From an optimization exercise on the open Yosys and OpenROAD flow, aimed at small area; shortcuts taken in it are not production practice. RTL that was checked went through simulation tests only; none was proved equivalent to the original. No driver is modelled on the clock port, so clock power and skew are understated where the tree is cut down; a real chip needs a root buffer or a tree.

==> flow/design.v (excerpt) <==
module game (
    clk,
    rst,
    btnR,
    btnS,
    J1,
    J2,
    J3,
    J4,
    J7,
    J8,
    J9,
    J10,
    an,
    seg
);
    input J7;
    input J8;
    input J9;
    input J10;
    output J1;
    output J2;
    output J3;
    output J4;
    input clk;
    input rst;
    input btnR;
    input btnS;
    output reg [3:0] an;
    output reg [6:0] seg;
    reg rst_db;
    reg [10:0] r;
    reg p;
    reg [3:0] hh;
    wire restart = rst | btnR;
    wire r_end   = &r;
    wire s_end   = &r[3:0];
    wire dphase  = ~(hh[3] & hh[1]);             
    always @(posedge clk) begin
        if (restart)
            rst_db <= 1'b1;
        else if (r_end)
            rst_db <= 1'b0;
        if (restart)
            r <= 11'd1912;
        else
            r <= (r + 11'd1) | {5'd0, r_end, r_end, 4'd0};
        if (rst_db) begin
            p <= 1'b0;
            hh <= 4'd0;
        end else begin
            p <= p ^ r_end;
            hh <= hh + {3'd0, r_end & p & dphase};
        end
    end
    wire scan_hi   = ~(p ^ r[4]);
    wire fastRise  = ~rst_db & s_end & ~scan_hi;
    wire fastFall  = ~rst_db & s_end & scan_hi;
    wire blank     = ~rst_db & dphase & (hh[0] ^ p);
    reg [1:0] dig;
    always @(posedge clk) begin
        if (restart)
            dig <= 2'd0;
        else
            dig <= dig + {1'b0, fastRise};
    end
    reg [1:0] jcol;    
    reg jf;            
    always @(posedge clk) begin
  ...
==> flow/config.mk <==
export PLATFORM = sky130hd
export DESIGN_NAME = game
export DESIGN_NICKNAME = game
export VERILOG_FILES = /design/flow/design.v
export SDC_FILE = /design/flow/constraint.sdc
export NUM_CORES = 4
export LEC_CHECK = 0
export CAP_MARGIN = 20
export CORE_MARGIN = 2
export CORE_UTILIZATION = 70
export SLEW_MARGIN = 20
==> flow/constraint.sdc <==
create_clock -name core_clock -period 10.0 [get_ports {clk}]
set_input_delay 2.0000 -clock core_clock [delete_from_list [all_inputs] [get_ports {clk}]]
set_output_delay 2.0000 -clock core_clock [all_outputs]
set_load 0.01 [all_outputs]
standard.sh (not shown) runs the stock make flow with config.mk's settings and CLKGATE_MAP_FILE= SYNTH_SCRIPT=/design/flow/synth_recipe.tcl, a recipe that flattens the netlist after the stock synthesis.
==> flow/flow/run.sh <==
#!/bin/bash
# Layout flow: the standard flow with three changes:
#  - synthesis maps logic with an area-oriented ABC script (flow/area.abc),
#    and leaves adders to ABC too (no separate half/full adder cells);
#    everything else in synthesis (registers, names) is the standard flow's own script;
#  - port buffers use the smallest buffer cell;
#  - the clock is distributed by four clock buffers, each driving the
#    registers of one quadrant (flow/clock_buffers.tcl replaces ORFS's
#    clock tree synthesis); the clock port drives only those four buffers.
set -euo pipefail
W=$PWD
{ head -n 1 synth_recipe.tcl; cat flow/abc_override.tcl; tail -n +2 synth_recipe.tcl; } > area_synth.tcl
sed "s#SYNTH_SCRIPT=[^ ]*#SYNTH_SCRIPT=$W/area_synth.tcl ADDER_MAP_FILE=#" standard.sh > area_standard.sh
export AREA_ABC_SCRIPT=$W/flow/area.abc
export BUFFER_PORTS_ARGS="-buffer_cell sky130_fd_sc_hd__buf_1"
export PRE_CTS_TCL=$W/flow/clock_buffers.tcl
export CLK_BUF_CELL=sky130_fd_sc_hd__clkbuf_8
export CLK_BUF_COUNT=4
bash area_standard.sh > standard.log 2>&1
Other scripts of this flow, unchanged in this note and not shown: flow/flow/abc_override.tcl, flow/flow/area.abc, flow/flow/clock_buffers.tcl
Change:
--- a/flow/design.v
+++ b/flow/design.v
@@ -123,27 +123,24 @@
             kv <= kvalid;
             if (kvalid)
                 cv <= knum;
         end else if (shift) begin
             cv <= 4'hF;
         end
     end
-    wire tclr = kv | (ge110 & ~cvF);
+    wire tclr = ~full & (kv | (ge110 & ~cvF));
     always @(posedge clk) begin
         if (rst | rst_db) begin
             value <= 16'hFFFF;
             timer <= 7'd0;
         end else begin
-            if (full) begin
-                timer[4:0] <= timer[4:0] + {4'd0, fastRise & ~vready};
-                timer[6] <= timer[6] | miss;
-            end else if (fastRise & tclr)
+            if (fastRise & tclr)
                 timer <= 7'd0;
             else
-                timer <= timer + {6'd0, fastRise};
+                timer <= timer + {6'd0, fastRise & ~vready};
             if (shift)
                 value <= {value[11:0], cv};
         end
     end
     reg [4:0] l1;
     reg [3:0] l3;
     reg [4:0] s1;        
@@ -193,16 +190,22 @@
         case (dig)
             2'd0: begin rd = randInt[15:12]; vd = value[15:12]; end
             2'd1: begin rd = randInt[11:8];  vd = value[11:8];  end
             2'd2: begin rd = randInt[7:4];   vd = value[7:4];   end
             default: begin rd = randInt[3:0]; vd = value[3:0]; end
         endcase
     end
-    wire miss = (rd != vd);
-    wire correct = ~timer[6];
+    reg miss;
+    always @(posedge clk) begin
+        if (rst | rst_db)
+            miss <= 1'b0;
+        else if (full & (rd != vd))
+            miss <= 1'b1;
+    end
+    wire correct = ~miss;
     wire show = dphase | ~vready;
     reg [3:0] bcd;
     always @(*) begin
         an[3] = ~(~blank & (dig == 2'd0));
         an[2] = ~(~blank & (dig == 2'd1));
         an[1] = ~(~blank & (dig == 2'd2) & (show | correct));
         an[0] = ~(~blank & (dig == 2'd3) & show);
What happened: The changed run completed without violations. Synthesized cell count fell by 1.9%. Fmax increases by 8.1%. Global-route usage is lower by 0.16 points. Final area went down by 0.37%. Worst setup slack gains 440 ps. Clock skew hardly moves. Register-to-register slack gets better by 480 ps. Sequential share of layout area came out higher by 0.74 points.
Only the layout flow was run in the first run of this note; the RTL was not checked for function there. In every run of this note, the design's own scripts or RTL, not TritonCTS, make the clock network.

## separate check: timing with driven ports
In the flow no input, the clock included, has a driving cell. The finished layouts below were timed again as built, in two steps.
Step 1: set_driving_cell puts a clkbuf_16 on clk and a buf_2 on each other input, an assumption about the parent block.
Step 2 adds t to the input delays and takes it off the output delays; t is the mean of the earliest and latest rising clock arrival at the registers after step 1. Input paths then give back, and output paths get back, about the clock's delay inside the block.
Slacks: ideal ports / drivers / drivers and shift; pairs: ideal ports / drivers.
run	t (ns)	setup slack, ns	worst setup path after step 2	clock arrival spread, ns	worst slew at a driven data input, ns
the first run	0.211	4.150 / 4.091 / 4.302	register to output	0.009 / 0.010	0.03
the second run	0.209	4.589 / 4.533 / 4.742	register to output	0.011 / 0.011	0.03
After both steps setup and hold are still met in every run listed.
